From an optimization exercise on the open Yosys and OpenROAD flow, aimed at small area; shortcuts taken in it are not production practice. Only simulation tests tie the RTL to the original design; equivalence was not proved. Power is estimated from default activity; no workload was simulated.

==> flow/design.v, too long to show whole: its modules and the start of the top module <==
// module vending_machine: 1341 lines
// module g_fa: 6 lines
// module g_ha: 6 lines
// module g_nand2: 5 lines
// module g_nor2: 5 lines
// module g_nor2b: 5 lines
// module g_and2: 5 lines
// module g_or2: 5 lines
// module g_inv: 5 lines
// module g_xor2: 5 lines
// module g_xnor2: 5 lines
// module g_a21oi: 5 lines
// module g_o21ai: 5 lines
// module g_a22o: 5 lines
module vending_machine(pclk,prst,pvalid,pready,paddr,pwdata,prdata,wr_rd,coin,coin_valid,num_of_tea_reqd,num_of_milk_reqd,num_of_coffee_reqd,num_of_tea_served,num_of_coffee_served,num_of_milk_served,machine_ready);
  // ...
==> flow/flow/run.sh <==
#!/bin/bash
# Own layout flow: the standard synthesis, every logic cell set to its smallest
# drive strength (the flow's timing repair sizes up what needs it), port buffers
# of the smallest buffer then the
# standard layout steps.
set -euo pipefail
bash standard.sh synth > synth.log 2>&1
R=orfs/results/$FLOW_PLATFORM/vending_machine/base
openroad -no_init -exit -threads "${NUM_CORES:-4}" \
  -log downsize.log flow/downsize.tcl > downsize.out 2>&1
bash standard.sh "BUFFER_PORTS_ARGS=-buffer_cell sky130_fd_sc_hd__buf_1" finish > layout.log 2>&1
==> flow/flow/downsize.tcl <==
# Swap each combinational cell of the synthesized netlist to the smallest-area
# cell of the same family (same name but the drive-strength suffix).
set res orfs/results/$::env(FLOW_PLATFORM)/vending_machine/base
read_db $res/1_synth.odb
set db [ord::get_db]
set lib_masters {}
foreach lib [$db getLibs] {
  foreach m [$lib getMasters] {
    set n [$m getName]
    if {[regexp {^(.*)_([0-9]+)$} $n -> base drive]} {
      dict lappend lib_masters $base $m
    }
  }
}
set dont_use {}
if {[info exists ::env(DONT_USE_CELLS)]} { set dont_use [split $::env(DONT_USE_CELLS)] }
set swapped 0
foreach inst [[[$db getChip] getBlock] getInsts] {
  set m [$inst getMaster]
  set n [$m getName]
  if {![regexp {^(.*)_([0-9]+)$} $n -> base drive]} { continue }
  if {[regexp {df|dl|sdf|edf|conb|tap|fill|decap|clk} $base]} { continue }
  set best $m
  set ba [expr {[$m getWidth] * [$m getHeight]}]
  foreach c [dict get $lib_masters $base] {
    if {[lsearch -exact $dont_use [$c getName]] >= 0} { continue }
    set a [expr {[$c getWidth] * [$c getHeight]}]
    if {$a < $ba} { set best $c; set ba $a }
  }
  if {$best ne $m} {
    $inst swapMaster $best
    incr swapped
  }
}
puts "downsized $swapped instances"
write_db $res/1_synth.odb
==> flow/standard.sh <==
#!/bin/bash
# synth_recipe.tcl (not shown) runs the flow's synth.tcl, then flattens the netlist and writes it again
# the make line also repeats each setting of config.mk as NAME=value (left out here)
make -C /OpenROAD-flow-scripts/flow DESIGN_CONFIG=/design/flow/config.mk WORK_HOME=/design/flow/orfs CLKGATE_MAP_FILE= SYNTH_SCRIPT=/design/flow/synth_recipe.tcl "${@:-finish}"
==> flow/config.mk <==
export PLATFORM = sky130hd
export DESIGN_NAME = vending_machine
export DESIGN_NICKNAME = vending_machine
export VERILOG_FILES = /design/flow/design.v
export SDC_FILE = /design/flow/constraint.sdc
export NUM_CORES = 4
export LEC_CHECK = 0
export CAP_MARGIN = 20
export CORE_MARGIN = 2
export CORE_UTILIZATION = 40
export SLEW_MARGIN = 20
export SYNTH_HIERARCHICAL = 1
==> flow/constraint.sdc <==
create_clock -name core_clock -period 12.0 [get_ports {pclk}]
set_input_delay 2.4000 -clock core_clock [delete_from_list [all_inputs] [get_ports {pclk}]]
set_output_delay 2.4000 -clock core_clock [all_outputs]
set_load 0.01 [all_outputs]
==> impl_metrics.env, run 1 <==
export IMPL_die_area_sq_um=24250
export IMPL_nFillCells=2089
export IMPL_dr_wl_met2_mm=9.527
export IMPL_fin_util_pct=45.00
export IMPL_maxPowerGroup="combinational logic"
export IMPL_postLayoutSetupSlackWorst_ps=947.1
export IMPL_flops_and_latches=102
export IMPL_antenna_left=0
export IMPL_critPathTopFamily="adder cells"
export IMPL_cp_depth=37
export IMPL_drt_met1_wl_mm=9.308
export IMPL_p_int_mw=1.941
export IMPL_clock_buffers=9
export IMPL_hold_class="reg -> reg"
export IMPL_hold_worst_slack_ps=649.3
export IMPL_wl_per_cell_microns=17.31
export IMPL_cts_buffers=9
export IMPL_dieHeight_microns=155.7
export IMPL_worstHoldStart="credit[0]"
export IMPL_nWellTaps=285
export IMPL_status="complete, no violations"
export IMPL_ys_warn_count=7
export IMPL_wirelength_mm=20.18
export IMPL_clockBufferDepth=2
export IMPL_min_period_over_period_pct=92.11
export IMPL_firstDrtPassIters=5
export IMPL_gr_usage_met2_pct=29.77
export IMPL_gp_congestion=0.8340
export IMPL_worst_pin_slew_ps=1031
export IMPL_setup_viol=0
export IMPL_hpwl_mm=16.50
export IMPL_final_area_sq_um=10190
export IMPL_pre_cts_ws_ps=481.9
export IMPL_drv_cap=0
export IMPL_grt_usage_pct=18.06
export IMPL_post_dp_cell_area_sq_um=9892
export IMPL_io_buffer_count=73
==> run 2: changes to the inputs <==
--- a/flow/flow/run.sh
+++ b/flow/flow/run.sh
@@ -9,3 +9,5 @@
 openroad -no_init -exit -threads "${NUM_CORES:-4}" \
   -log downsize.log flow/downsize.tcl > downsize.out 2>&1
-bash standard.sh "BUFFER_PORTS_ARGS=-buffer_cell sky130_fd_sc_hd__buf_1" finish > layout.log 2>&1
+bash standard.sh "BUFFER_PORTS_ARGS=-buffer_cell sky130_fd_sc_hd__buf_1" \
+  "CTS_ARGS=-sink_clustering_enable -repair_clock_nets -dont_use_dummy_load -buf_list {sky130_fd_sc_hd__clkbuf_4 sky130_fd_sc_hd__clkbuf_8} -sink_clustering_size 12 -sink_clustering_max_diameter 60" \
+  finish > layout.log 2>&1
--- a/flow/config.mk
+++ b/flow/config.mk
@@ -8,5 +8,5 @@
 export CAP_MARGIN = 20
 export CORE_MARGIN = 2
-export CORE_UTILIZATION = 40
+export CORE_UTILIZATION = 55
 export SLEW_MARGIN = 20
 export SYNTH_HIERARCHICAL = 1
==> run 2 against run 1 <==
  * Die area is 27% lower
  * Still clean
  * Critical endpoint is now credit[2]
  * Highest routed layer is now met5
  * Largest power group unchanged
  * Area after synthesis unchanged
  * Sequential cell count unchanged
==> impl_metrics.env, run 2 <==
export IMPL_status="complete, no violations"
export IMPL_antenna_left=0
export IMPL_grt_ovfl_total=0
export IMPL_cp_slowest_cell="and2_1"
export IMPL_r2r_setup_slack_ps=3060
export IMPL_critPathMaxStageDelay_ps=680
export IMPL_die_area_sq_um=17790
export IMPL_path_clk_slew_ps=90
export IMPL_synth_avg_cell_area_sq_um=11.66
export IMPL_hold_class="reg -> reg"
export IMPL_worstPathMaxFanout=22
export IMPL_min_period_over_period_pct=92.72
export IMPL_start_util_pct=55.93
export IMPL_setup_viol=0
export IMPL_fin_tns_setup_ps=0
export IMPL_largest_reg_flops=32
export IMPL_hold_viol=0
export IMPL_num_io_pins=74
export IMPL_syn_to_final_growth_pct=7.962
export IMPL_netlist_instances=790
export IMPL_grt_max_degree=32
export IMPL_fin_nets=1126
export IMPL_fin_util_pct=60.38
export IMPL_vias=6171
export IMPL_power_mw=3.452
export IMPL_postLayoutSetupSlackWorst_ps=873.4
export IMPL_grt_usage_pct=25.65
export IMPL_rsz0062_at_grt="false"
export IMPL_ir_drop_mv=0.1902
export IMPL_hold_end="credit[12]"
export IMPL_clockBufferDepth=2
export IMPL_root_buffer="clkbuf_8"
export IMPL_worstHoldStart="credit[12]"
export IMPL_wl_per_cell_microns=19.23
export IMPL_nFillCells=1372
export IMPL_min_path_cells=2
export IMPL_worstPathArrival_ps=11440
export IMPL_p_leak_nw=3.565
export IMPL_layout_drive_gt1_share_pct=2.629
export IMPL_drt_iter0_markers=332
export IMPL_final_common_cell="nand2_1"
export IMPL_grt_pass1_vias=7001
export IMPL_rr_worst_depth=34
export IMPL_ys_warn_count=7
export IMPL_clock_skew_ps=26.87
export IMPL_worstPathRequired_ps=12310
export IMPL_diodes=0
export IMPL_cp_common_cell="fa_1"
export IMPL_dieHeight_microns=133.4
export IMPL_end_kind="flop"
export IMPL_cts_setup_buffers=0
export IMPL_gp_congestion=0.8741
export IMPL_insertion_delay_ps=390
export IMPL_drt_vias_per_instance=5.636
export IMPL_netlist_area_sq_um=9209
export IMPL_drv_cap=0
export IMPL_fmax_mhz=89.87
export IMPL_min_period_ps=11130
export IMPL_start_kind="input pin"
export IMPL_htreeDepth=3
export IMPL_antenna_found_initial=1
export IMPL_numClockSinks=102
export IMPL_regMostFlops="credit"
export IMPL_wirelength_mm=21.06
export IMPL_postCtsResizedCells=0
export IMPL_slew_viol_final=0
export IMPL_pre_cts_ws_ps=430.1
export IMPL_cts_tree="yes"
export IMPL_r2r_start="credit[0]"
export IMPL_cts_buffers=9
export IMPL_route_detailed_drc=0
export IMPL_coreArea_sq_um=16470
export IMPL_cts_hold_buf=0
export IMPL_die_w_microns=133.4
export IMPL_firstDrtPassIters=5
export IMPL_hpwl_mm=17.02
export IMPL_rows=47
export IMPL_worst_pin_slew_ps=1112
export IMPL_grt_pass1_wl_mm=35.22
export IMPL_reg2reg_to="credit[2]"
export IMPL_worstSetupPathType="in -> reg"
export IMPL_io_buffer_count=73
export IMPL_mostFrequentLayoutCells="nand2_1, fa_1, buf_1"
export IMPL_power_density_nw_per_um2=347.2
export IMPL_relSlewSlack_pct=25.87
run 2: cell types whose count changed in the layout (fill, tap and decap cells not counted), moves of 2 or more:
cell       before  now
clkbuf_16       9    0
clkbuf_8        0    9
inv_6           3    0
clkinv_1        2    0
o21ai_1         9    7
o21ai_2         0    2
run 2: stage by stage:
| stage | hold slack, ps | area [sq um] | instances |
|---|---|---|---|
| global placement | 642.4 | 9818 | 1086 |
| CTS | 675.0 | 9942 | 1095 |
| finish | 664.4 | 9942 | 1095 |
| detailed placement | 650.0 | 9818 | 1086 |
| global route | 714.2 | 9942 | 1095 |
| floorplan | 596.9 | 9216 | 792 |
run 2: worst max-delay path by stage:
stage               startpoint   endpoint  cells after the start
finish                 coin[1]  credit[2]                     37
global route           coin[1]  credit[3]                     37
CTS                    coin[1]  credit[2]                     37
detailed placement     coin[1]  credit[2]                     37
global placement    coin_valid  credit[6]                     37
floorplan              coin[1]  credit[0]                     36
run 2: layer usage:
layer | part of all wire (%) | vias to the layer above | wire length (microns) | track usage (%)
met5 | 0.062 | - | 13 | 0
met4 | 1.4 | 2 | 289 | 6.501
met3 | 7.0 | 31 | 1476 | 6.126
met2 | 47 | 217 | 9827 | 41.27
met1 | 45 | 3183 | 9453 | 35.75
li1 | - | 2738 | - | -
run 2: worst max-delay path, delay by kind of cell:
family,cells,cell delay [ps]
AOI/OAI and AO/OA,11,2230
adders and majority gates,12,4770
buffers and inverters,6,620
and+or+nand+nor,8,1370
run 2: power by group:
part	leakage, nW	switching [mW]	total [mW]	internal, mW
Clock	0.0647	0.112	0.180	0.0677
Sequential	0.958	0.0490	0.514	0.465
Combinational	2.54	1.41	2.76	1.34
Total	3.56	1.58	3.45	1.88
run 2: area by class of cell:
class,count,area [sq um],share of cell area [%]
Multi-Input combinational cell,672,6431,64.69
Timing Repair Buffer,82,341.6,3.436
Clock buffer,9,123.9,1.246
Sequential cell,102,2733,27.49
Inverter,10,37.54,0.3775
Tap cell,220,275.3,2.769

static timing again, ports no longer ideal:
Ports are ideal in the flow. The routed layouts listed here were re-timed in OpenROAD. Step 1 sets driving cells, clkbuf_16 on the clock port and buf_2 on the other inputs (assumed; they add their load-dependent delay and slew). Step 2 adds t to the input delays and takes it off the output delays; t is the mean of the earliest and latest rising clock arrival at the registers after step 1. Input paths then give back, and output paths get back, about the clock's delay inside the block. Three values: no drivers, after step 1, after step 2; two values: the first two.
run	t, ns	setup slack, ns	hold slack, ns	worst setup path at the end	worst register clock-pin slew, ns
run 1	0.402	0.947 / 0.972 / 0.570	0.649 / 0.649 / 0.649	input to register	0.07 / 0.07
run 2	0.416	0.873 / 0.884 / 0.468	0.664 / 0.664 / 0.664	input to register	0.11 / 0.11
After both steps setup and hold are still met in every run listed. For run 2, which loses most, drivers alone change the setup slack by +0.011 ns; drivers and shift together by -0.405 ns.
